This design comes from an exercise in tuning for small area on the open sky130 flow, not from production work.
The RTL was checked by simulation tests, not by an equivalence proof against the original design.
Power figures rest on the tool's default switching activity, not on a simulated workload.

`design/flow/flow/run.sh`:
```
#!/bin/bash
# Own layout flow for the PE.
#
# 1. the standard synthesis (standard.sh synth), unchanged.
# 2. Its netlist is replaced by flow/netlist.v, a hand-mapped netlist of the
#    same RTL (generated by gen/gen.py) that keeps exactly the standard
#    synthesis's registers: same instance names and cell types (checked
#    here by check_regs.py; the flow stops if they differ).
# 3. the standard layout (standard.sh finish) from that netlist, with:
#    - every input and output port buffered by a sky130 buf_1
#      (buffer_ports otherwise picks clkdlybuf4s50_1, which is larger);
#    - clock tree synthesis with small clock buffers and no dummy loads.
# Each tool's output goes to a log file of its own in this folder.
set -euo pipefail
export BUFFER_PORTS_ARGS="-buffer_cell sky130_fd_sc_hd__buf_1"
export CTS_ARGS="-sink_clustering_enable -sink_clustering_size 24 -sink_clustering_max_diameter 200 -sink_clustering_buffer sky130_fd_sc_hd__clkbuf_8 -repair_clock_nets -dont_use_dummy_load -buf_list {sky130_fd_sc_hd__clkbuf_8}"
R=orfs/results/${FLOW_PLATFORM}/PE/base
bash standard.sh synth > make_synth.log 2>&1
cp $R/1_2_yosys.v standard_synth.v
python3 flow/check_regs.py standard_synth.v flow/netlist.v > check_regs.log 2>&1 || { cat check_regs.log; exit 1; }
cp flow/netlist.v $R/1_2_yosys.v
rm -f $R/1_synth.odb
bash standard.sh finish > make_finish.log 2>&1
```
`design/flow/flow/check_regs.py`:
```
#!/usr/bin/env python3
"""check_regs.py STANDARD.v MINE.v: both netlists must hold the same flip-flops
(instance name and cell type)."""
import re, sys
def regs(path):
    txt = open(path).read()
    out = {}
    for m in re.finditer(r'(sky130_fd_sc_hd__(?:df|sdf|edf|dl)\w+)\s+(\\\S+|\w+)\s*\(', txt):
        out[m.group(2)] = m.group(1)
    return out
a, b = regs(sys.argv[1]), regs(sys.argv[2])
if a != b:
    for k in sorted(set(a) | set(b)):
        if a.get(k) != b.get(k):
            print('register mismatch:', k, a.get(k), b.get(k))
    sys.exit(1)
print('registers match:', len(a))
```
`design/flow/flow/netlist.v`:
```
module PE(clk, rst, bias, co_prob, perturb_prob, parent_gene0, parent_gene1, child_gene);
  input clk;
  input rst;
  input bias;
  input [7:0] co_prob;
  input [7:0] perturb_prob;
  input [31:0] parent_gene0;
  input [31:0] parent_gene1;
  output [31:0] child_gene;
  wire \child_n[0] ;
  wire \child_n[10] ;
  wire \child_n[11] ;
  wire \child_n[12] ;
  wire \child_n[13] ;
  wire \child_n[14] ;
  wire \child_n[15] ;
  wire \child_n[16] ;
  wire \child_n[17] ;
  wire \child_n[18] ;
  wire \child_n[19] ;
  wire \child_n[1] ;
  wire \child_n[20] ;
  wire \child_n[21] ;
  wire \child_n[22] ;
  wire \child_n[23] ;
  wire \child_n[24] ;
  wire \child_n[25] ;
  wire \child_n[26] ;
  wire \child_n[27] ;
  wire \child_n[28] ;
  wire \child_n[29] ;
  wire \child_n[2] ;
  wire \child_n[30] ;
  wire \child_n[31] ;
  wire \child_n[3] ;
  wire \child_n[4] ;
  wire \child_n[5] ;
  wire \child_n[6] ;
  wire \child_n[7] ;
  wire \child_n[8] ;
  wire \child_n[9] ;
  wire \csel[0] ;
  wire \csel[1] ;
  wire \csel[2] ;
  wire \csel[3] ;
  wire \st[0] ;
  wire \st[0]_n ;
  wire \st[1] ;
  wire \st[2] ;
  wire \st[3] ;
  wire \st[4] ;
  wire \st[5] ;
  wire \st[6] ;
  wire \st[6]_n ;
  wire \st[7] ;
  wire cd_0;
  wire cd_1;
  wire cd_2;
  wire cd_3;
  wire cn_d0;
  wire cn_d1;
  wire cn_d10;
  wire cn_d11;
  wire cn_d12;
  wire cn_d13;
  wire cn_d14;
  wire cn_d15;
  wire cn_d16;
  wire cn_d17;
  wire cn_d18;
  wire cn_d19;
  wire cn_d2;
  wire cn_d20;
  wire cn_d21;
  wire cn_d22;
  wire cn_d23;
  wire cn_d24;
  wire cn_d25;
  wire cn_d26;
  wire cn_d27;
  wire cn_d28;
  wire cn_d29;
  wire cn_d3;
  wire cn_d30;
  wire cn_d31;
  wire cn_d4;
  wire cn_d5;
  wire cn_d6;
  wire cn_d7;
  wire cn_d8;
  wire cn_d9;
  wire co0_n;
  wire cx_0;
  wire cx_1;
  wire cx_2;
  wire cx_3;
  wire gt_c_S0_1;
  wire gt_c_S0_2;
  wire gt_c_S0_3;
  wire gt_c_S0_4;
  wire gt_c_S0_5;
  wire gt_c_S0_6;
  wire gt_c_S0_7;
  wire gt_c_S0_8;
  wire gt_c_S1_1;
  wire gt_c_S1_2;
  wire gt_c_S1_3;
  wire gt_c_S1_4;
  wire gt_c_S1_5;
  wire gt_c_S1_6;
  wire gt_c_S1_7;
  wire gt_c_S1_8;
  wire gt_c_S2_1;
  wire gt_c_S2_2;
  wire gt_c_S2_3;
  wire gt_c_S2_4;
  wire gt_c_S2_5;
  wire gt_c_S2_6;
  wire gt_c_S2_7;
  wire gt_c_S2_8;
  wire gt_c_S3_1;
  wire gt_c_S3_2;
  wire gt_c_S3_3;
  wire gt_c_S3_4;
  wire gt_c_S3_5;
  wire gt_c_S3_6;
  wire gt_c_S3_7;
  wire gt_c_S3_8;
  wire gt_p_S0_1;
  wire gt_p_S0_2;
  wire gt_p_S0_3;
  wire gt_p_S0_4;
  wire gt_p_S0_5;
  wire gt_p_S0_6;
  wire gt_p_S0_7;
  wire gt_p_S0_8;
  wire gt_p_S1_1;
  wire gt_p_S1_2;
  wire gt_p_S1_3;
  wire gt_p_S1_4;
  wire gt_p_S1_5;
  wire gt_p_S1_6;
  wire gt_p_S1_7;
  wire gt_p_S1_8;
  wire gt_p_S2_1;
  wire gt_p_S2_2;
  wire gt_p_S2_3;
  wire gt_p_S2_4;
  wire gt_p_S2_5;
  wire gt_p_S2_6;
  wire gt_p_S2_7;
  wire gt_p_S2_8;
  wire gt_p_S3_1;
  wire gt_p_S3_2;
  wire gt_p_S3_3;
  wire gt_p_S3_4;
  wire gt_p_S3_5;
  wire gt_p_S3_6;
  wire gt_p_S3_7;
  wire gt_p_S3_8;
  wire pp0_n;
  wire rst_n;
  wire sel0_0;
  wire sel0_1;
  wire sel0_2;
  wire sel0_3;
  wire sel1_0;
  wire sel1_1;
  wire sel1_2;
  wire sel1_3;
  wire x_01;
  wire x_02;
  wire x_04;
  wire x_07;
  wire x_08;
  wire x_0e;
  wire x_10;
  wire x_12;
  wire x_24;
  wire x_26;
  wire x_29;
  wire x_2f;
  wire x_35;
  wire x_35_n;
  wire x_38;
  wire x_41;
  wire x_48;
  wire x_59;
  wire x_5e;
  wire x_62;
  wire x_67;
  wire x_69;
  wire x_6a;
  wire x_6a_n;
  wire x_6f;
  wire x_70;
  wire x_77;
  wire x_7b;
  wire x_84;
  wire x_87;
  wire x_8e;
  wire x_90;
  wire x_93;
  wire x_a4;
  wire x_a7;
  wire x_ab;
  wire x_b2;
  wire x_b3;
  wire x_ba;
  wire x_bc;
  wire x_c4;
  wire x_c9;
  wire x_c9_n;
  wire x_ce;
  wire x_d4;
  wire x_da;
  wire x_de;
  wire x_e0;
  wire x_e3;
  wire x_e3_n;
  wire x_f6;
  sky130_fd_sc_hd__inv_1 g1 (.A(rst), .Y(rst_n));
  sky130_fd_sc_hd__dfrtp_1 \st[0]$_DFF_PP0_  (.CLK(clk), .D(x_35_n), .RESET_B(rst_n), .Q(\st[0] ));
  sky130_fd_sc_hd__dfrtp_1 \st[1]$_DFF_PP0_  (.CLK(clk), .D(x_ab), .RESET_B(rst_n), .Q(\st[1] ));
  sky130_fd_sc_hd__dfrtp_1 \st[2]$_DFF_PP0_  (.CLK(clk), .D(x_84), .RESET_B(rst_n), .Q(\st[2] ));
  sky130_fd_sc_hd__dfstp_2 \st[3]$_DFF_PP1_  (.CLK(clk), .D(x_38), .SET_B(rst_n), .Q(\st[3] ));
  sky130_fd_sc_hd__dfrtp_1 \st[4]$_DFF_PP0_  (.CLK(clk), .D(x_67), .RESET_B(rst_n), .Q(\st[4] ));
  sky130_fd_sc_hd__dfstp_2 \st[5]$_DFF_PP1_  (.CLK(clk), .D(x_a4), .SET_B(rst_n), .Q(\st[5] ));
  sky130_fd_sc_hd__dfrtp_1 \st[6]$_DFF_PP0_  (.CLK(clk), .D(x_8e), .RESET_B(rst_n), .Q(\st[6] ));
  sky130_fd_sc_hd__dfrtp_1 \st[7]$_DFF_PP0_  (.CLK(clk), .D(x_26), .RESET_B(rst_n), .Q(\st[7] ));
  sky130_fd_sc_hd__xor2_1 g2 (.A(\st[2] ), .B(\st[5] ), .X(x_10));
  sky130_fd_sc_hd__xnor2_1 g3 (.A(\st[2] ), .B(\st[1] ), .Y(x_90));
  sky130_fd_sc_hd__xnor2_1 g4 (.A(\st[3] ), .B(\st[2] ), .Y(x_5e));
  sky130_fd_sc_hd__xor2_1 g5 (.A(\st[2] ), .B(\st[4] ), .X(x_f6));
  sky130_fd_sc_hd__xnor2_1 g6 (.A(\st[7] ), .B(\st[4] ), .Y(x_a7));
  sky130_fd_sc_hd__xor2_1 g7 (.A(\st[7] ), .B(\st[5] ), .X(x_41));
  sky130_fd_sc_hd__xor2_1 g8 (.A(\st[3] ), .B(\st[1] ), .X(x_ce));
  sky130_fd_sc_hd__xnor2_1 g9 (.A(\st[0] ), .B(\st[4] ), .Y(x_29));
  sky130_fd_sc_hd__xor2_1 g10 (.A(\st[7] ), .B(\st[0] ), .X(x_8e));
  sky130_fd_sc_hd__xor2_1 g11 (.A(x_90), .B(\st[4] ), .X(x_24));
  sky130_fd_sc_hd__xor2_1 g12 (.A(x_29), .B(x_5e), .X(x_77));
  sky130_fd_sc_hd__xnor2_1 g13 (.A(x_29), .B(\st[5] ), .Y(x_7b));
  sky130_fd_sc_hd__xor2_1 g14 (.A(\st[6] ), .B(x_8e), .X(x_c9));
  sky130_fd_sc_hd__xnor2_1 g15 (.A(\st[3] ), .B(x_29), .Y(x_35));
  sky130_fd_sc_hd__xor2_1 g16 (.A(x_41), .B(\st[1] ), .X(x_93));
  sky130_fd_sc_hd__xnor2_1 g17 (.A(x_10), .B(\st[4] ), .Y(x_a4));
  sky130_fd_sc_hd__xor2_1 g18 (.A(x_10), .B(x_ce), .X(x_de));
  sky130_fd_sc_hd__xnor2_1 g19 (.A(x_a7), .B(x_ce), .Y(x_69));
  sky130_fd_sc_hd__xor2_1 g20 (.A(x_ce), .B(x_f6), .X(x_38));
  sky130_fd_sc_hd__xnor2_1 g21 (.A(\st[6] ), .B(x_a7), .Y(x_e0));
  sky130_fd_sc_hd__xnor2_1 g22 (.A(x_69), .B(x_7b), .Y(x_12));
  sky130_fd_sc_hd__xnor2_1 g23 (.A(x_29), .B(x_93), .Y(x_ba));
  sky130_fd_sc_hd__xor2_1 g24 (.A(\st[6] ), .B(x_a4), .X(x_e3));
  sky130_fd_sc_hd__xnor2_1 g25 (.A(x_38), .B(\st[5] ), .Y(x_6a));
  sky130_fd_sc_hd__xor2_1 g26 (.A(\st[6] ), .B(x_93), .X(x_d4));
  sky130_fd_sc_hd__xor2_1 g27 (.A(x_10), .B(x_77), .X(x_67));
  sky130_fd_sc_hd__xor2_1 g28 (.A(x_38), .B(x_93), .X(x_ab));
  sky130_fd_sc_hd__xor2_1 g29 (.A(x_90), .B(x_c9), .X(x_59));
  sky130_fd_sc_hd__xor2_1 g30 (.A(\st[5] ), .B(x_e0), .X(x_b2));
  sky130_fd_sc_hd__xnor2_1 g31 (.A(x_c9), .B(x_ce), .Y(x_07));
  sky130_fd_sc_hd__xor2_1 g32 (.A(x_93), .B(\st[0] ), .X(x_0e));
  sky130_fd_sc_hd__xnor2_1 g33 (.A(x_90), .B(x_e0), .Y(x_70));
  sky130_fd_sc_hd__xor2_1 g34 (.A(x_24), .B(x_e0), .X(x_c4));
  sky130_fd_sc_hd__xor2_1 g35 (.A(\st[7] ), .B(x_35), .X(x_26));
  sky130_fd_sc_hd__xor2_1 g36 (.A(x_12), .B(\st[7] ), .X(x_01));
  sky130_fd_sc_hd__xor2_1 g37 (.A(x_10), .B(x_12), .X(x_02));
  sky130_fd_sc_hd__xnor2_1 g38 (.A(x_38), .B(x_70), .Y(x_48));
  sky130_fd_sc_hd__xnor2_1 g39 (.A(\st[0] ), .B(x_b2), .Y(x_2f));
  sky130_fd_sc_hd__xnor2_1 g40 (.A(x_0e), .B(x_b2), .Y(x_bc));
  sky130_fd_sc_hd__xor2_1 g41 (.A(x_ab), .B(x_c4), .X(x_6f));
  sky130_fd_sc_hd__xor2_1 g42 (.A(x_07), .B(\st[4] ), .X(x_b3));
  sky130_fd_sc_hd__xnor2_1 g43 (.A(x_67), .B(x_e3), .Y(x_84));
  sky130_fd_sc_hd__xor2_1 g44 (.A(x_12), .B(x_70), .X(x_62));
  sky130_fd_sc_hd__xnor2_1 g45 (.A(x_35), .B(x_b2), .Y(x_87));
  sky130_fd_sc_hd__xnor2_1 g46 (.A(\st[6] ), .B(\st[0] ), .Y(x_da));
  sky130_fd_sc_hd__xnor2_1 g47 (.A(x_da), .B(x_de), .Y(x_04));
  sky130_fd_sc_hd__xnor2_1 g48 (.A(\st[1] ), .B(x_da), .Y(x_08));
  sky130_fd_sc_hd__inv_1 g49 (.A(x_35), .Y(x_35_n));
  sky130_fd_sc_hd__inv_1 g50 (.A(\st[6] ), .Y(\st[6]_n ));
  sky130_fd_sc_hd__inv_1 g51 (.A(x_6a), .Y(x_6a_n));
  sky130_fd_sc_hd__inv_1 g52 (.A(\st[0] ), .Y(\st[0]_n ));
  sky130_fd_sc_hd__inv_1 g53 (.A(x_c9), .Y(x_c9_n));
  sky130_fd_sc_hd__inv_1 g54 (.A(x_e3), .Y(x_e3_n));
  sky130_fd_sc_hd__inv_1 g55 (.A(co_prob[0]), .Y(co0_n));
  sky130_fd_sc_hd__inv_1 g56 (.A(perturb_prob[0]), .Y(pp0_n));
  sky130_fd_sc_hd__nor2_1 g57 (.A(co0_n), .B(\st[7] ), .Y(gt_c_S0_1));
  sky130_fd_sc_hd__maj3_1 g58 (.A(co_prob[1]), .B(x_8e), .C(gt_c_S0_1), .X(gt_c_S0_2));
  sky130_fd_sc_hd__maj3_1 g59 (.A(co_prob[2]), .B(\st[6] ), .C(gt_c_S0_2), .X(gt_c_S0_3));
  sky130_fd_sc_hd__maj3_1 g60 (.A(co_prob[3]), .B(x_a4), .C(gt_c_S0_3), .X(gt_c_S0_4));
  sky130_fd_sc_hd__maj3_1 g61 (.A(co_prob[4]), .B(\st[5] ), .C(gt_c_S0_4), .X(gt_c_S0_5));
  sky130_fd_sc_hd__maj3_1 g62 (.A(co_prob[5]), .B(x_29), .C(gt_c_S0_5), .X(gt_c_S0_6));
  sky130_fd_sc_hd__maj3_1 g63 (.A(co_prob[6]), .B(x_93), .C(gt_c_S0_6), .X(gt_c_S0_7));
  sky130_fd_sc_hd__maj3_1 g64 (.A(co_prob[7]), .B(x_ce), .C(gt_c_S0_7), .X(gt_c_S0_8));
  sky130_fd_sc_hd__nor2_1 g65 (.A(pp0_n), .B(\st[7] ), .Y(gt_p_S0_1));
  sky130_fd_sc_hd__maj3_1 g66 (.A(perturb_prob[1]), .B(x_8e), .C(gt_p_S0_1), .X(gt_p_S0_2));
  sky130_fd_sc_hd__maj3_1 g67 (.A(perturb_prob[2]), .B(\st[6] ), .C(gt_p_S0_2), .X(gt_p_S0_3));
  sky130_fd_sc_hd__maj3_1 g68 (.A(perturb_prob[3]), .B(x_a4), .C(gt_p_S0_3), .X(gt_p_S0_4));
  sky130_fd_sc_hd__maj3_1 g69 (.A(perturb_prob[4]), .B(\st[5] ), .C(gt_p_S0_4), .X(gt_p_S0_5));
  sky130_fd_sc_hd__maj3_1 g70 (.A(perturb_prob[5]), .B(x_29), .C(gt_p_S0_5), .X(gt_p_S0_6));
  sky130_fd_sc_hd__maj3_1 g71 (.A(perturb_prob[6]), .B(x_93), .C(gt_p_S0_6), .X(gt_p_S0_7));
  sky130_fd_sc_hd__maj3_1 g72 (.A(perturb_prob[7]), .B(x_ce), .C(gt_p_S0_7), .X(gt_p_S0_8));
  sky130_fd_sc_hd__xnor2_1 g73 (.A(gt_c_S0_8), .B(bias), .Y(cx_0));
  sky130_fd_sc_hd__nor2_1 g74 (.A(rst), .B(cx_0), .Y(cd_0));
  sky130_fd_sc_hd__dfxtp_1 \csel[0]$_SDFF_PP0_  (.CLK(clk), .D(cd_0), .Q(\csel[0] ));
  sky130_fd_sc_hd__nor2_1 g75 (.A(gt_p_S0_8), .B(\csel[0] ), .Y(sel0_0));
  sky130_fd_sc_hd__nor2b_1 g76 (.A(gt_p_S0_8), .B_N(\csel[0] ), .Y(sel1_0));
  sky130_fd_sc_hd__a222oi_1 g77 (.A1(sel0_0), .A2(parent_gene0[0]), .B1(sel1_0), .B2(parent_gene1[0]), .C1(gt_p_S0_8), .C2(x_6a_n), .Y(cn_d0));
  sky130_fd_sc_hd__dfxtp_1 \child_n[0]$_DFF_P_  (.CLK(clk), .D(cn_d0), .Q(\child_n[0] ));
  sky130_fd_sc_hd__inv_1 g78 (.A(\child_n[0] ), .Y(child_gene[0]));
  sky130_fd_sc_hd__a222oi_1 g79 (.A1(sel0_0), .A2(parent_gene0[1]), .B1(sel1_0), .B2(parent_gene1[1]), .C1(gt_p_S0_8), .C2(x_35_n), .Y(cn_d1));
  sky130_fd_sc_hd__dfxtp_1 \child_n[1]$_DFF_P_  (.CLK(clk), .D(cn_d1), .Q(\child_n[1] ));
  sky130_fd_sc_hd__inv_1 g80 (.A(\child_n[1] ), .Y(child_gene[1]));
  sky130_fd_sc_hd__a222oi_1 g81 (.A1(sel0_0), .A2(parent_gene0[2]), .B1(sel1_0), .B2(parent_gene1[2]), .C1(gt_p_S0_8), .C2(\st[0] ), .Y(cn_d2));
  sky130_fd_sc_hd__dfxtp_1 \child_n[2]$_DFF_P_  (.CLK(clk), .D(cn_d2), .Q(\child_n[2] ));
  sky130_fd_sc_hd__inv_1 g82 (.A(\child_n[2] ), .Y(child_gene[2]));
  sky130_fd_sc_hd__a222oi_1 g83 (.A1(sel0_0), .A2(parent_gene0[3]), .B1(sel1_0), .B2(parent_gene1[3]), .C1(gt_p_S0_8), .C2(x_c9_n), .Y(cn_d3));
  sky130_fd_sc_hd__dfxtp_1 \child_n[3]$_DFF_P_  (.CLK(clk), .D(cn_d3), .Q(\child_n[3] ));
  sky130_fd_sc_hd__inv_1 g84 (.A(\child_n[3] ), .Y(child_gene[3]));
  sky130_fd_sc_hd__a222oi_1 g85 (.A1(sel0_0), .A2(parent_gene0[4]), .B1(sel1_0), .B2(parent_gene1[4]), .C1(gt_p_S0_8), .C2(x_e3_n), .Y(cn_d4));
  sky130_fd_sc_hd__dfxtp_1 \child_n[4]$_DFF_P_  (.CLK(clk), .D(cn_d4), .Q(\child_n[4] ));
  sky130_fd_sc_hd__inv_1 g86 (.A(\child_n[4] ), .Y(child_gene[4]));
  sky130_fd_sc_hd__a222oi_1 g87 (.A1(sel0_0), .A2(parent_gene0[5]), .B1(sel1_0), .B2(parent_gene1[5]), .C1(gt_p_S0_8), .C2(x_f6), .Y(cn_d5));
  sky130_fd_sc_hd__dfxtp_1 \child_n[5]$_DFF_P_  (.CLK(clk), .D(cn_d5), .Q(\child_n[5] ));
  sky130_fd_sc_hd__inv_1 g88 (.A(\child_n[5] ), .Y(child_gene[5]));
  sky130_fd_sc_hd__a222oi_1 g89 (.A1(sel0_0), .A2(parent_gene0[6]), .B1(sel1_0), .B2(parent_gene1[6]), .C1(gt_p_S0_8), .C2(x_7b), .Y(cn_d6));
  sky130_fd_sc_hd__dfxtp_1 \child_n[6]$_DFF_P_  (.CLK(clk), .D(cn_d6), .Q(\child_n[6] ));
  sky130_fd_sc_hd__inv_1 g90 (.A(\child_n[6] ), .Y(child_gene[6]));
  sky130_fd_sc_hd__a222oi_1 g91 (.A1(sel0_0), .A2(parent_gene0[7]), .B1(sel1_0), .B2(parent_gene1[7]), .C1(gt_p_S0_8), .C2(x_ba), .Y(cn_d7));
  sky130_fd_sc_hd__dfxtp_1 \child_n[7]$_DFF_P_  (.CLK(clk), .D(cn_d7), .Q(\child_n[7] ));
  sky130_fd_sc_hd__inv_1 g92 (.A(\child_n[7] ), .Y(child_gene[7]));
  sky130_fd_sc_hd__nor2_1 g93 (.A(co0_n), .B(x_10), .Y(gt_c_S1_1));
  sky130_fd_sc_hd__maj3_1 g94 (.A(co_prob[1]), .B(x_08), .C(gt_c_S1_1), .X(gt_c_S1_2));
  sky130_fd_sc_hd__maj3_1 g95 (.A(co_prob[2]), .B(x_04), .C(gt_c_S1_2), .X(gt_c_S1_3));
  sky130_fd_sc_hd__maj3_1 g96 (.A(co_prob[3]), .B(x_02), .C(gt_c_S1_3), .X(gt_c_S1_4));
  sky130_fd_sc_hd__maj3_1 g97 (.A(co_prob[4]), .B(x_01), .C(gt_c_S1_4), .X(gt_c_S1_5));
  sky130_fd_sc_hd__maj3_1 g98 (.A(co_prob[5]), .B(x_87), .C(gt_c_S1_5), .X(gt_c_S1_6));
  sky130_fd_sc_hd__maj3_1 g99 (.A(co_prob[6]), .B(x_c4), .C(gt_c_S1_6), .X(gt_c_S1_7));
  sky130_fd_sc_hd__maj3_1 g100 (.A(co_prob[7]), .B(x_62), .C(gt_c_S1_7), .X(gt_c_S1_8));
  sky130_fd_sc_hd__nor2_1 g101 (.A(pp0_n), .B(x_10), .Y(gt_p_S1_1));
  sky130_fd_sc_hd__maj3_1 g102 (.A(perturb_prob[1]), .B(x_08), .C(gt_p_S1_1), .X(gt_p_S1_2));
  sky130_fd_sc_hd__maj3_1 g103 (.A(perturb_prob[2]), .B(x_04), .C(gt_p_S1_2), .X(gt_p_S1_3));
  sky130_fd_sc_hd__maj3_1 g104 (.A(perturb_prob[3]), .B(x_02), .C(gt_p_S1_3), .X(gt_p_S1_4));
  sky130_fd_sc_hd__maj3_1 g105 (.A(perturb_prob[4]), .B(x_01), .C(gt_p_S1_4), .X(gt_p_S1_5));
  sky130_fd_sc_hd__maj3_1 g106 (.A(perturb_prob[5]), .B(x_87), .C(gt_p_S1_5), .X(gt_p_S1_6));
  sky130_fd_sc_hd__maj3_1 g107 (.A(perturb_prob[6]), .B(x_c4), .C(gt_p_S1_6), .X(gt_p_S1_7));
  sky130_fd_sc_hd__maj3_1 g108 (.A(perturb_prob[7]), .B(x_62), .C(gt_p_S1_7), .X(gt_p_S1_8));
  sky130_fd_sc_hd__xnor2_1 g109 (.A(gt_c_S1_8), .B(bias), .Y(cx_1));
  sky130_fd_sc_hd__nor2_1 g110 (.A(rst), .B(cx_1), .Y(cd_1));
  sky130_fd_sc_hd__dfxtp_1 \csel[1]$_SDFF_PP0_  (.CLK(clk), .D(cd_1), .Q(\csel[1] ));
  sky130_fd_sc_hd__nor2_1 g111 (.A(gt_p_S1_8), .B(\csel[1] ), .Y(sel0_1));
  sky130_fd_sc_hd__nor2b_1 g112 (.A(gt_p_S1_8), .B_N(\csel[1] ), .Y(sel1_1));
  sky130_fd_sc_hd__a222oi_1 g113 (.A1(sel0_1), .A2(parent_gene0[8]), .B1(sel1_1), .B2(parent_gene1[8]), .C1(gt_p_S1_8), .C2(x_e0), .Y(cn_d8));
  sky130_fd_sc_hd__dfxtp_1 \child_n[8]$_DFF_P_  (.CLK(clk), .D(cn_d8), .Q(\child_n[8] ));
  sky130_fd_sc_hd__inv_1 g114 (.A(\child_n[8] ), .Y(child_gene[8]));
  sky130_fd_sc_hd__a222oi_1 g115 (.A1(sel0_1), .A2(parent_gene0[9]), .B1(sel1_1), .B2(parent_gene1[9]), .C1(gt_p_S1_8), .C2(x_70), .Y(cn_d9));
  sky130_fd_sc_hd__dfxtp_1 \child_n[9]$_DFF_P_  (.CLK(clk), .D(cn_d9), .Q(\child_n[9] ));
  sky130_fd_sc_hd__inv_1 g116 (.A(\child_n[9] ), .Y(child_gene[9]));
  sky130_fd_sc_hd__a222oi_1 g117 (.A1(sel0_1), .A2(parent_gene0[10]), .B1(sel1_1), .B2(parent_gene1[10]), .C1(gt_p_S1_8), .C2(x_38), .Y(cn_d10));
  sky130_fd_sc_hd__dfxtp_1 \child_n[10]$_DFF_P_  (.CLK(clk), .D(cn_d10), .Q(\child_n[10] ));
  sky130_fd_sc_hd__inv_1 g118 (.A(\child_n[10] ), .Y(child_gene[10]));
  sky130_fd_sc_hd__a222oi_1 g119 (.A1(sel0_1), .A2(parent_gene0[11]), .B1(sel1_1), .B2(parent_gene1[11]), .C1(gt_p_S1_8), .C2(\st[3] ), .Y(cn_d11));
  sky130_fd_sc_hd__dfxtp_1 \child_n[11]$_DFF_P_  (.CLK(clk), .D(cn_d11), .Q(\child_n[11] ));
  sky130_fd_sc_hd__inv_1 g120 (.A(\child_n[11] ), .Y(child_gene[11]));
  sky130_fd_sc_hd__a222oi_1 g121 (.A1(sel0_1), .A2(parent_gene0[12]), .B1(sel1_1), .B2(parent_gene1[12]), .C1(gt_p_S1_8), .C2(x_0e), .Y(cn_d12));
  sky130_fd_sc_hd__dfxtp_1 \child_n[12]$_DFF_P_  (.CLK(clk), .D(cn_d12), .Q(\child_n[12] ));
  sky130_fd_sc_hd__inv_1 g122 (.A(\child_n[12] ), .Y(child_gene[12]));
  sky130_fd_sc_hd__a222oi_1 g123 (.A1(sel0_1), .A2(parent_gene0[13]), .B1(sel1_1), .B2(parent_gene1[13]), .C1(gt_p_S1_8), .C2(x_07), .Y(cn_d13));
  sky130_fd_sc_hd__dfxtp_1 \child_n[13]$_DFF_P_  (.CLK(clk), .D(cn_d13), .Q(\child_n[13] ));
  sky130_fd_sc_hd__inv_1 g124 (.A(\child_n[13] ), .Y(child_gene[13]));
  sky130_fd_sc_hd__a222oi_1 g125 (.A1(sel0_1), .A2(parent_gene0[14]), .B1(sel1_1), .B2(parent_gene1[14]), .C1(gt_p_S1_8), .C2(x_84), .Y(cn_d14));
  sky130_fd_sc_hd__dfxtp_1 \child_n[14]$_DFF_P_  (.CLK(clk), .D(cn_d14), .Q(\child_n[14] ));
  sky130_fd_sc_hd__inv_1 g126 (.A(\child_n[14] ), .Y(child_gene[14]));
  sky130_fd_sc_hd__a222oi_1 g127 (.A1(sel0_1), .A2(parent_gene0[15]), .B1(sel1_1), .B2(parent_gene1[15]), .C1(gt_p_S1_8), .C2(\st[2] ), .Y(cn_d15));
  sky130_fd_sc_hd__dfxtp_1 \child_n[15]$_DFF_P_  (.CLK(clk), .D(cn_d15), .Q(\child_n[15] ));
  sky130_fd_sc_hd__inv_1 g128 (.A(\child_n[15] ), .Y(child_gene[15]));
  sky130_fd_sc_hd__nor2_1 g129 (.A(co0_n), .B(x_41), .Y(gt_c_S2_1));
  sky130_fd_sc_hd__maj3_1 g130 (.A(co_prob[1]), .B(x_a7), .C(gt_c_S2_1), .X(gt_c_S2_2));
  sky130_fd_sc_hd__maj3_1 g131 (.A(co_prob[2]), .B(x_d4), .C(gt_c_S2_2), .X(gt_c_S2_3));
  sky130_fd_sc_hd__maj3_1 g132 (.A(co_prob[3]), .B(x_6a), .C(gt_c_S2_3), .X(gt_c_S2_4));
  sky130_fd_sc_hd__maj3_1 g133 (.A(co_prob[4]), .B(x_35), .C(gt_c_S2_4), .X(gt_c_S2_5));
  sky130_fd_sc_hd__maj3_1 g134 (.A(co_prob[5]), .B(\st[0]_n ), .C(gt_c_S2_5), .X(gt_c_S2_6));
  sky130_fd_sc_hd__maj3_1 g135 (.A(co_prob[6]), .B(x_c9), .C(gt_c_S2_6), .X(gt_c_S2_7));
  sky130_fd_sc_hd__maj3_1 g136 (.A(co_prob[7]), .B(x_e3), .C(gt_c_S2_7), .X(gt_c_S2_8));
  sky130_fd_sc_hd__nor2_1 g137 (.A(pp0_n), .B(x_41), .Y(gt_p_S2_1));
  sky130_fd_sc_hd__maj3_1 g138 (.A(perturb_prob[1]), .B(x_a7), .C(gt_p_S2_1), .X(gt_p_S2_2));
  sky130_fd_sc_hd__maj3_1 g139 (.A(perturb_prob[2]), .B(x_d4), .C(gt_p_S2_2), .X(gt_p_S2_3));
  sky130_fd_sc_hd__maj3_1 g140 (.A(perturb_prob[3]), .B(x_6a), .C(gt_p_S2_3), .X(gt_p_S2_4));
  sky130_fd_sc_hd__maj3_1 g141 (.A(perturb_prob[4]), .B(x_35), .C(gt_p_S2_4), .X(gt_p_S2_5));
  sky130_fd_sc_hd__maj3_1 g142 (.A(perturb_prob[5]), .B(\st[0]_n ), .C(gt_p_S2_5), .X(gt_p_S2_6));
  sky130_fd_sc_hd__maj3_1 g143 (.A(perturb_prob[6]), .B(x_c9), .C(gt_p_S2_6), .X(gt_p_S2_7));
  sky130_fd_sc_hd__maj3_1 g144 (.A(perturb_prob[7]), .B(x_e3), .C(gt_p_S2_7), .X(gt_p_S2_8));
  sky130_fd_sc_hd__xnor2_1 g145 (.A(gt_c_S2_8), .B(bias), .Y(cx_2));
  sky130_fd_sc_hd__nor2_1 g146 (.A(rst), .B(cx_2), .Y(cd_2));
  sky130_fd_sc_hd__dfxtp_1 \csel[2]$_SDFF_PP0_  (.CLK(clk), .D(cd_2), .Q(\csel[2] ));
  sky130_fd_sc_hd__nor2_1 g147 (.A(gt_p_S2_8), .B(\csel[2] ), .Y(sel0_2));
  sky130_fd_sc_hd__nor2b_1 g148 (.A(gt_p_S2_8), .B_N(\csel[2] ), .Y(sel1_2));
  sky130_fd_sc_hd__a222oi_1 g149 (.A1(sel0_2), .A2(parent_gene0[16]), .B1(sel1_2), .B2(parent_gene1[16]), .C1(gt_p_S2_8), .C2(x_b2), .Y(cn_d16));
  sky130_fd_sc_hd__dfxtp_1 \child_n[16]$_DFF_P_  (.CLK(clk), .D(cn_d16), .Q(\child_n[16] ));
  sky130_fd_sc_hd__inv_1 g150 (.A(\child_n[16] ), .Y(child_gene[16]));
  sky130_fd_sc_hd__a222oi_1 g151 (.A1(sel0_2), .A2(parent_gene0[17]), .B1(sel1_2), .B2(parent_gene1[17]), .C1(gt_p_S2_8), .C2(x_59), .Y(cn_d17));
  sky130_fd_sc_hd__dfxtp_1 \child_n[17]$_DFF_P_  (.CLK(clk), .D(cn_d17), .Q(\child_n[17] ));
  sky130_fd_sc_hd__inv_1 g152 (.A(\child_n[17] ), .Y(child_gene[17]));
  sky130_fd_sc_hd__a222oi_1 g153 (.A1(sel0_2), .A2(parent_gene0[18]), .B1(sel1_2), .B2(parent_gene1[18]), .C1(gt_p_S2_8), .C2(x_ab), .Y(cn_d18));
  sky130_fd_sc_hd__dfxtp_1 \child_n[18]$_DFF_P_  (.CLK(clk), .D(cn_d18), .Q(\child_n[18] ));
  sky130_fd_sc_hd__inv_1 g154 (.A(\child_n[18] ), .Y(child_gene[18]));
  sky130_fd_sc_hd__a222oi_1 g155 (.A1(sel0_2), .A2(parent_gene0[19]), .B1(sel1_2), .B2(parent_gene1[19]), .C1(gt_p_S2_8), .C2(\st[1] ), .Y(cn_d19));
  sky130_fd_sc_hd__dfxtp_1 \child_n[19]$_DFF_P_  (.CLK(clk), .D(cn_d19), .Q(\child_n[19] ));
  sky130_fd_sc_hd__inv_1 g156 (.A(\child_n[19] ), .Y(child_gene[19]));
  sky130_fd_sc_hd__a222oi_1 g157 (.A1(sel0_2), .A2(parent_gene0[20]), .B1(sel1_2), .B2(parent_gene1[20]), .C1(gt_p_S2_8), .C2(x_69), .Y(cn_d20));
  sky130_fd_sc_hd__dfxtp_1 \child_n[20]$_DFF_P_  (.CLK(clk), .D(cn_d20), .Q(\child_n[20] ));
  sky130_fd_sc_hd__inv_1 g158 (.A(\child_n[20] ), .Y(child_gene[20]));
  sky130_fd_sc_hd__a222oi_1 g159 (.A1(sel0_2), .A2(parent_gene0[21]), .B1(sel1_2), .B2(parent_gene1[21]), .C1(gt_p_S2_8), .C2(x_b3), .Y(cn_d21));
  sky130_fd_sc_hd__dfxtp_1 \child_n[21]$_DFF_P_  (.CLK(clk), .D(cn_d21), .Q(\child_n[21] ));
  sky130_fd_sc_hd__inv_1 g160 (.A(\child_n[21] ), .Y(child_gene[21]));
  sky130_fd_sc_hd__a222oi_1 g161 (.A1(sel0_2), .A2(parent_gene0[22]), .B1(sel1_2), .B2(parent_gene1[22]), .C1(gt_p_S2_8), .C2(x_de), .Y(cn_d22));
  sky130_fd_sc_hd__dfxtp_1 \child_n[22]$_DFF_P_  (.CLK(clk), .D(cn_d22), .Q(\child_n[22] ));
  sky130_fd_sc_hd__inv_1 g162 (.A(\child_n[22] ), .Y(child_gene[22]));
  sky130_fd_sc_hd__a222oi_1 g163 (.A1(sel0_2), .A2(parent_gene0[23]), .B1(sel1_2), .B2(parent_gene1[23]), .C1(gt_p_S2_8), .C2(x_6f), .Y(cn_d23));
  sky130_fd_sc_hd__dfxtp_1 \child_n[23]$_DFF_P_  (.CLK(clk), .D(cn_d23), .Q(\child_n[23] ));
  sky130_fd_sc_hd__inv_1 g164 (.A(\child_n[23] ), .Y(child_gene[23]));
  sky130_fd_sc_hd__nor2_1 g165 (.A(co0_n), .B(\st[6]_n ), .Y(gt_c_S3_1));
  sky130_fd_sc_hd__maj3_1 g166 (.A(co_prob[1]), .B(x_a4), .C(gt_c_S3_1), .X(gt_c_S3_2));
  sky130_fd_sc_hd__maj3_1 g167 (.A(co_prob[2]), .B(\st[5] ), .C(gt_c_S3_2), .X(gt_c_S3_3));
  sky130_fd_sc_hd__maj3_1 g168 (.A(co_prob[3]), .B(x_29), .C(gt_c_S3_3), .X(gt_c_S3_4));
  sky130_fd_sc_hd__maj3_1 g169 (.A(co_prob[4]), .B(x_93), .C(gt_c_S3_4), .X(gt_c_S3_5));
  sky130_fd_sc_hd__maj3_1 g170 (.A(co_prob[5]), .B(x_ce), .C(gt_c_S3_5), .X(gt_c_S3_6));
  sky130_fd_sc_hd__maj3_1 g171 (.A(co_prob[6]), .B(x_67), .C(gt_c_S3_6), .X(gt_c_S3_7));
  sky130_fd_sc_hd__maj3_1 g172 (.A(co_prob[7]), .B(\st[4] ), .C(gt_c_S3_7), .X(gt_c_S3_8));
  sky130_fd_sc_hd__nor2_1 g173 (.A(pp0_n), .B(\st[6]_n ), .Y(gt_p_S3_1));
  sky130_fd_sc_hd__maj3_1 g174 (.A(perturb_prob[1]), .B(x_a4), .C(gt_p_S3_1), .X(gt_p_S3_2));
  sky130_fd_sc_hd__maj3_1 g175 (.A(perturb_prob[2]), .B(\st[5] ), .C(gt_p_S3_2), .X(gt_p_S3_3));
  sky130_fd_sc_hd__maj3_1 g176 (.A(perturb_prob[3]), .B(x_29), .C(gt_p_S3_3), .X(gt_p_S3_4));
  sky130_fd_sc_hd__maj3_1 g177 (.A(perturb_prob[4]), .B(x_93), .C(gt_p_S3_4), .X(gt_p_S3_5));
  sky130_fd_sc_hd__maj3_1 g178 (.A(perturb_prob[5]), .B(x_ce), .C(gt_p_S3_5), .X(gt_p_S3_6));
  sky130_fd_sc_hd__maj3_1 g179 (.A(perturb_prob[6]), .B(x_67), .C(gt_p_S3_6), .X(gt_p_S3_7));
  sky130_fd_sc_hd__maj3_1 g180 (.A(perturb_prob[7]), .B(\st[4] ), .C(gt_p_S3_7), .X(gt_p_S3_8));
  sky130_fd_sc_hd__xnor2_1 g181 (.A(gt_c_S3_8), .B(bias), .Y(cx_3));
  sky130_fd_sc_hd__nor2_1 g182 (.A(rst), .B(cx_3), .Y(cd_3));
  sky130_fd_sc_hd__dfxtp_1 \csel[3]$_SDFF_PP0_  (.CLK(clk), .D(cd_3), .Q(\csel[3] ));
  sky130_fd_sc_hd__nor2_1 g183 (.A(gt_p_S3_8), .B(\csel[3] ), .Y(sel0_3));
  sky130_fd_sc_hd__nor2b_1 g184 (.A(gt_p_S3_8), .B_N(\csel[3] ), .Y(sel1_3));
  sky130_fd_sc_hd__a222oi_1 g185 (.A1(sel0_3), .A2(parent_gene0[24]), .B1(sel1_3), .B2(parent_gene1[24]), .C1(gt_p_S3_8), .C2(x_77), .Y(cn_d24));
  sky130_fd_sc_hd__dfxtp_1 \child_n[24]$_DFF_P_  (.CLK(clk), .D(cn_d24), .Q(\child_n[24] ));
  sky130_fd_sc_hd__inv_1 g186 (.A(\child_n[24] ), .Y(child_gene[24]));
  sky130_fd_sc_hd__a222oi_1 g187 (.A1(sel0_3), .A2(parent_gene0[25]), .B1(sel1_3), .B2(parent_gene1[25]), .C1(gt_p_S3_8), .C2(x_bc), .Y(cn_d25));
  sky130_fd_sc_hd__dfxtp_1 \child_n[25]$_DFF_P_  (.CLK(clk), .D(cn_d25), .Q(\child_n[25] ));
  sky130_fd_sc_hd__inv_1 g188 (.A(\child_n[25] ), .Y(child_gene[25]));
  sky130_fd_sc_hd__a222oi_1 g189 (.A1(sel0_3), .A2(parent_gene0[26]), .B1(sel1_3), .B2(parent_gene1[26]), .C1(gt_p_S3_8), .C2(x_5e), .Y(cn_d26));
  sky130_fd_sc_hd__dfxtp_1 \child_n[26]$_DFF_P_  (.CLK(clk), .D(cn_d26), .Q(\child_n[26] ));
  sky130_fd_sc_hd__inv_1 g190 (.A(\child_n[26] ), .Y(child_gene[26]));
  sky130_fd_sc_hd__a222oi_1 g191 (.A1(sel0_3), .A2(parent_gene0[27]), .B1(sel1_3), .B2(parent_gene1[27]), .C1(gt_p_S3_8), .C2(x_2f), .Y(cn_d27));
  sky130_fd_sc_hd__dfxtp_1 \child_n[27]$_DFF_P_  (.CLK(clk), .D(cn_d27), .Q(\child_n[27] ));
  sky130_fd_sc_hd__inv_1 g192 (.A(\child_n[27] ), .Y(child_gene[27]));
  sky130_fd_sc_hd__a222oi_1 g193 (.A1(sel0_3), .A2(parent_gene0[28]), .B1(sel1_3), .B2(parent_gene1[28]), .C1(gt_p_S3_8), .C2(x_90), .Y(cn_d28));
  sky130_fd_sc_hd__dfxtp_1 \child_n[28]$_DFF_P_  (.CLK(clk), .D(cn_d28), .Q(\child_n[28] ));
  sky130_fd_sc_hd__inv_1 g194 (.A(\child_n[28] ), .Y(child_gene[28]));
  sky130_fd_sc_hd__a222oi_1 g195 (.A1(sel0_3), .A2(parent_gene0[29]), .B1(sel1_3), .B2(parent_gene1[29]), .C1(gt_p_S3_8), .C2(x_48), .Y(cn_d29));
  sky130_fd_sc_hd__dfxtp_1 \child_n[29]$_DFF_P_  (.CLK(clk), .D(cn_d29), .Q(\child_n[29] ));
  sky130_fd_sc_hd__inv_1 g196 (.A(\child_n[29] ), .Y(child_gene[29]));
  sky130_fd_sc_hd__a222oi_1 g197 (.A1(sel0_3), .A2(parent_gene0[30]), .B1(sel1_3), .B2(parent_gene1[30]), .C1(gt_p_S3_8), .C2(x_24), .Y(cn_d30));
  sky130_fd_sc_hd__dfxtp_1 \child_n[30]$_DFF_P_  (.CLK(clk), .D(cn_d30), .Q(\child_n[30] ));
  sky130_fd_sc_hd__inv_1 g198 (.A(\child_n[30] ), .Y(child_gene[30]));
  sky130_fd_sc_hd__a222oi_1 g199 (.A1(sel0_3), .A2(parent_gene0[31]), .B1(sel1_3), .B2(parent_gene1[31]), .C1(gt_p_S3_8), .C2(x_12), .Y(cn_d31));
  sky130_fd_sc_hd__dfxtp_1 \child_n[31]$_DFF_P_  (.CLK(clk), .D(cn_d31), .Q(\child_n[31] ));
  sky130_fd_sc_hd__inv_1 g200 (.A(\child_n[31] ), .Y(child_gene[31]));
endmodule
```
`design/flow/standard.sh`:
```
#!/bin/bash
# synth_recipe.tcl (not shown) runs the flow's synth.tcl, then flattens the netlist and writes it again
# the make line also repeats each setting of config.mk as NAME=value (left out here)
make -C /OpenROAD-flow-scripts/flow DESIGN_CONFIG=/design/flow/config.mk WORK_HOME=/design/flow/orfs CLKGATE_MAP_FILE= SYNTH_SCRIPT=/design/flow/synth_recipe.tcl "${@:-finish}"
```
`design/flow/config.mk`:
```
export PLATFORM = sky130hd
export DESIGN_NAME = PE
export DESIGN_NICKNAME = PE
export VERILOG_FILES = /design/flow/design.v
export SDC_FILE = /design/flow/constraint.sdc
export NUM_CORES = 4
export LEC_CHECK = 0
export CAP_MARGIN = 0
export CORE_MARGIN = 2
export CORE_UTILIZATION = 55
export GPL_TIMING_DRIVEN = 0
export SLEW_MARGIN = 0
```
`design/flow/constraint.sdc`:
```
create_clock -name core_clock -period 5.0 [get_ports {clk}]
set_input_delay 1.0000 -clock core_clock [delete_from_list [all_inputs] [get_ports {clk}]]
set_output_delay 1.0000 -clock core_clock [all_outputs]
set_load 0.01 [all_outputs]
```
`design/flow/design.v`:
```
`timescale 1ns/100ps
module PE(clk, rst, bias, co_prob, perturb_prob, parent_gene0, parent_gene1, child_gene);
input clk;
input rst;
input bias;
input [7:0] co_prob;
input [7:0] perturb_prob;
input [31:0] parent_gene0;
input [31:0] parent_gene1;
output [31:0] child_gene;
reg [7:0] st;
wire [7:0] st_next;
assign st_next[0] = ~(st[0] ^ st[3] ^ st[4]);
assign st_next[1] = st[2] ^ st[3] ^ st[4] ^ st[5] ^ st[7];
assign st_next[2] = st[0] ^ st[2] ^ st[3] ^ st[6];
assign st_next[3] = st[1] ^ st[2] ^ st[3] ^ st[4];
assign st_next[4] = st[0] ^ st[3] ^ st[4] ^ st[5];
assign st_next[5] = ~(st[2] ^ st[4] ^ st[5]);
assign st_next[6] = st[0] ^ st[7];
assign st_next[7] = st[0] ^ st[3] ^ st[4] ^ st[7];
always @(posedge clk, posedge rst)
begin
    if (rst)
        st <= 8'h28;
    else
        st <= st_next;
end
wire [7:0] s0;
assign s0[0] = st[7];
assign s0[1] = ~(st[0] ^ st[7]);
assign s0[2] = ~(st[6]);
assign s0[3] = st[2] ^ st[4] ^ st[5];
assign s0[4] = ~(st[5]);
assign s0[5] = st[0] ^ st[4];
assign s0[6] = ~(st[1] ^ st[5] ^ st[7]);
assign s0[7] = ~(st[1] ^ st[3]);
wire [7:0] s1;
assign s1[0] = st[2] ^ st[5];
assign s1[1] = ~(st[0] ^ st[1] ^ st[6]);
assign s1[2] = ~(st[0] ^ st[1] ^ st[2] ^ st[3] ^ st[5] ^ st[6]);
assign s1[3] = st[0] ^ st[1] ^ st[2] ^ st[3] ^ st[7];
assign s1[4] = st[0] ^ st[1] ^ st[3] ^ st[5];
assign s1[5] = st[0] ^ st[3] ^ st[5] ^ st[6] ^ st[7];
assign s1[6] = st[1] ^ st[2] ^ st[6] ^ st[7];
assign s1[7] = st[0] ^ st[2] ^ st[3] ^ st[4] ^ st[5] ^ st[6];
wire [7:0] s2;
assign s2[0] = st[5] ^ st[7];
assign s2[1] = st[4] ^ st[7];
assign s2[2] = ~(st[1] ^ st[5] ^ st[6] ^ st[7]);
assign s2[3] = st[1] ^ st[2] ^ st[3] ^ st[4] ^ st[5];
assign s2[4] = ~(st[0] ^ st[3] ^ st[4]);
assign s2[5] = st[0];
assign s2[6] = ~(st[0] ^ st[6] ^ st[7]);
assign s2[7] = st[2] ^ st[4] ^ st[5] ^ st[6];
wire [7:0] s3;
assign s3[0] = ~(st[6]);
assign s3[1] = st[2] ^ st[4] ^ st[5];
assign s3[2] = ~(st[5]);
assign s3[3] = st[0] ^ st[4];
assign s3[4] = ~(st[1] ^ st[5] ^ st[7]);
assign s3[5] = ~(st[1] ^ st[3]);
assign s3[6] = ~(st[0] ^ st[3] ^ st[4] ^ st[5]);
assign s3[7] = ~(st[4]);
wire [7:0] m0n;
assign m0n[0] = st[1] ^ st[2] ^ st[3] ^ st[4] ^ st[5];
assign m0n[1] = ~(st[0] ^ st[3] ^ st[4]);
assign m0n[2] = st[0];
assign m0n[3] = ~(st[0] ^ st[6] ^ st[7]);
assign m0n[4] = st[2] ^ st[4] ^ st[5] ^ st[6];
assign m0n[5] = st[2] ^ st[4];
assign m0n[6] = st[0] ^ st[4] ^ st[5];
assign m0n[7] = st[0] ^ st[1] ^ st[4] ^ st[5] ^ st[7];
wire [7:0] m1n;
assign m1n[0] = st[4] ^ st[6] ^ st[7];
assign m1n[1] = st[1] ^ st[2] ^ st[4] ^ st[6] ^ st[7];
assign m1n[2] = st[1] ^ st[2] ^ st[3] ^ st[4];
assign m1n[3] = st[3];
assign m1n[4] = st[0] ^ st[1] ^ st[5] ^ st[7];
assign m1n[5] = ~(st[0] ^ st[1] ^ st[3] ^ st[6] ^ st[7]);
assign m1n[6] = st[0] ^ st[2] ^ st[3] ^ st[6];
assign m1n[7] = st[2];
wire [7:0] m2n;
assign m2n[0] = st[4] ^ st[5] ^ st[6] ^ st[7];
assign m2n[1] = ~(st[0] ^ st[1] ^ st[2] ^ st[6] ^ st[7]);
assign m2n[2] = st[2] ^ st[3] ^ st[4] ^ st[5] ^ st[7];
assign m2n[3] = st[1];
assign m2n[4] = st[1] ^ st[3] ^ st[4] ^ st[7];
assign m2n[5] = ~(st[0] ^ st[1] ^ st[3] ^ st[4] ^ st[6] ^ st[7]);
assign m2n[6] = st[1] ^ st[2] ^ st[3] ^ st[5];
assign m2n[7] = ~(st[1] ^ st[3] ^ st[4] ^ st[5] ^ st[6]);
wire [7:0] m3n;
assign m3n[0] = st[0] ^ st[2] ^ st[3] ^ st[4];
assign m3n[1] = ~(st[0] ^ st[1] ^ st[4] ^ st[6]);
assign m3n[2] = ~(st[2] ^ st[3]);
assign m3n[3] = ~(st[0] ^ st[4] ^ st[5] ^ st[6] ^ st[7]);
assign m3n[4] = ~(st[1] ^ st[2]);
assign m3n[5] = ~(st[3] ^ st[6] ^ st[7]);
assign m3n[6] = ~(st[1] ^ st[2] ^ st[4]);
assign m3n[7] = ~(st[0] ^ st[1] ^ st[3] ^ st[5] ^ st[7]);
wire [31:0] s_all = {s3, s2, s1, s0};
wire [31:0] m_all = {m3n, m2n, m1n, m0n};
reg [3:0] csel;
reg [31:0] child_n;
integer i;
always @(posedge clk)
begin
    for (i = 0; i < 4; i = i + 1) begin
        if (rst)
            csel[i] <= 1'b0;
        else
            csel[i] <= (co_prob > s_all[8*i +: 8]) ^ bias;
        child_n[8*i +: 8] <= ~((perturb_prob > s_all[8*i +: 8]) ? m_all[8*i +: 8] :
                               csel[i] ? parent_gene1[8*i +: 8] : parent_gene0[8*i +: 8]);
    end
end
assign child_gene = ~child_n;
endmodule
```
==> results_dict.tcl <==
set metrics [dict create \
    reg2reg_depth 11 \
    via_per_inst 5.52 \
    die_area_um2 5080 \
    switchingPower_w 0.000190 \
    intPower_w 0.000533 \
    synth.avg_cell_area_um2 10.2 \
    worstMarginPinSlew_ns 0.751 \
    drive_gt1_share_pct 4.41 \
    ir_drop_uv 132 \
    rows 24 \
    wl_per_cell_um 15.1 \
    cts_setup_buffers 0 \
    post-dp-hpwl_mm 4.82 \
    maxCapViolCount 0 \
    rsz0062_at_grt "false" \
    slowest_delay_ns 0.67 \
    period_minus_slack_ns 4.76 \
    cp-end-kind "register" \
    antenna_found_initial 0 \
    numPortBuffers 114 \
    hold_viol_final 0 \
    cts.path.max_buffers 2 \
    swShare_pct 26.2 \
    postPlaceCellArea_um2 2980 \
    worstSetupPathType "register to register" \
    crit_arrival_ns 4.89 \
    clock_sinks 44 \
    cp_slowest_cell "dfstp_2" \
    first_global_vias 2137 \
    path_cells "xor2_1 -> xor2_2 -> xor2_1 -> maj3_1 -> maj3_1 -> maj3_1 -> maj3_1 -> maj3_1 -> maj3_1 -> nor2b_2 -> a222oi_1" \
    layout.nets 448 \
    critPathMostFrequentCell "maj3_1" \
    ctsHoldBuffers 0 \
    final.setup.tns_ns 0 \
    dp.cells 410 \
    p_seq_share_pct 53.5 \
    cts.reportedPaths.clkPinSlew_ns 0.06 \
    crit_required_ns 5.13 \
    clock.fmax_ghz 0.210 \
    drtIter0Drc 253 \
    initial_core_util_pct 57.2 \
    final-setup-viol-count 0 \
    htreeDepth 2 \
    n_antenna_cell 0 \
    cp-start-kind "register" \
    fillers 372 \
    hp-class "register to register" \
    period_share_pct 95.2 \
    cts_inserted_buffers 5 \
    core_um2 4350 \
    fin_skew_ns 0.0235 \
    power_density_nw_per_um2 233 \
    syn_inst 244 \
    drtAntennaViolNets 0 \
    cts_tree "yes" \
    power_frac_comb_pct 19.1 \
    relSlewSlack_pct 49.8 \
    place.gp.congestion 0.898 \
    p_leak_nw 1.20 \
    status "finished clean" \
    drt_pass1_iterations 9 \
    overflow 0 \
    ioPinCount 115 \
    hold_depth 1 \
    grt_usage_pct 25.2 \
    grt_max_degree 16 \
    syn_area_um2 2490 \
    yosysWarnings 1 \
    clk_latency_ns 0.30 \
    vias 2292 \
    final_cells 415 \
    cts-root-buf "clkbuf_8" \
    die_h_um 71.3 \
    syn-num-nets 327 \
    finalMaxSlewViolations 0 \
    clockPowerShare_pct 27.4 \
    drc_errors 0 \
    routed_wl_mm 6.29 \
    die_w_um 71.3 \
    syn2layout_area_growth_pct 24.5 \
    grt_pass1_wl_mm 10.1 \
    stdcell_area_um2 3100 \
    cp_max_fo 10 \
]
[what timing repair did]
item | 4_1_cts | 5_1_grt
endpoints found under the hold margin | 0 | 0
pin swaps | 0 | 1
resized for setup | 4 | 5
setup endpoints to repair | 24 | 24
[metal layers]
metal	track usage [%]	wire [um]	vias to the layer above
met2	42.3	2870	113
met3	5.06	520	7
met4	5.03	72	0
li1	-	-	1117
met1	34.1	2820	1055
met5	0	0	-
[through the flow]
| stage | utilization (%) | setup WS (ns) | power [W] | hold WS, ns |
|---|---|---|---|---|
| after floorplan | - | 0.487 | 0.000473 | 0.564 |
| after global placement | 68.5 | -0.0811 | 0.000530 | 0.662 |
| final | 71.2 | 0.240 | 0.000722 | 0.693 |
| after CTS | 70.8 | 0.121 | 0.000725 | 0.692 |
| after detailed placement | 68.5 | -0.152 | 0.000531 | 0.666 |
| after global routing | 71.2 | 0.00849 | 0.000754 | 0.726 |
[cell type report]
cell class                 instances  area [um^2]  share of cell area [%]
sequential                        44          923                    29.8
inverter                          41          154                    4.97
clock buffer                       5         68.8                    2.22
multi-input combinational        159         1460                    47.1
timing repair buffer             114          428                    13.8
tap                               52         65.1                    2.10
[state kept, by name, indices dropped and copies added, names as in the netlist]
| signal | count |
|---|---|
| child_n | 32 |
| csel | 4 |
| st | 8 |
[layout by cell type, fill, tap and decap left out]
cell type  instances
a222oi_1          32
buf_1            114
clkbuf_8           5
dfrtp_1            6
dfstp_2            2
dfxtp_1           36
inv_1             41
maj3_1            56
nor2_1            14
nor2_2             2
nor2b_1            2
nor2b_2            2
xnor2_1           24
xnor2_2            2
xor2_1            22
xor2_2             3
[critical path, delay by kind of cell (launching register included)]
family          cells  cell delay [ns]
flops               1             0.67
xor+xnor            3             1.03
compound gates      1             0.17
fa+ha+maj           6             2.38
simple gates        1             0.35
[worst paths after layout]
kind / start / slack (ns) / to
worst max-delay path: st[5]$_DFF_PP1_ / 0.24 / child_n[22]$_DFF_P_
worst min-delay path: st[7]$_DFF_PP0_ / 0.69 / st[7]$_DFF_PP0_
worst max register to register: st[5]$_DFF_PP1_ / 0.24 / child_n[22]$_DFF_P_
worst min register to register: st[7]$_DFF_PP0_ / 0.69 / st[7]$_DFF_PP0_
max in group asynchronous: rst / 3.94 / st[5]$_DFF_PP1_
min in group asynchronous: rst / 0.72 / st[2]$_DFF_PP0_
[power groups by stage]
| stage | Combinational, W | Clock (W) | Sequential (W) |
|---|---|---|---|
| final | 0.000138 | 0.000198 | 0.000386 |
| after detailed placement | 0.000137 | 0 | 0.000394 |
| after global routing | 0.000155 | 0.000211 | 0.000388 |
| after CTS | 0.000138 | 0.000202 | 0.000386 |
| after floorplan | 0.0000809 | 0 | 0.000392 |
| after global placement | 0.000137 | 0 | 0.000393 |

==> what the ideal ports hide <==
The results above use ideal ports. As a check the final layout listed here was re-extracted and re-timed, cells and wires unchanged. Step 1 assumes that a clkbuf_16 drives the clock port and a buf_2 every other input. Step 2 times the ports against the registers' clock, not the clock port: input delays grow and output delays shrink by t, the midpoint of the rising clock arrivals with the driver on. Three values: no drivers, after step 1, after step 2; two values: the first two.
shift t [ns]: 0.316
slack for setup (ns): 0.240 / 0.240 / 0.239
worst slew at a driven data input, ns: 0.04
After both steps this run still meets setup and hold. The setup slack of this run moves by 0.000 ns with the drivers and by -0.001 ns with both steps.
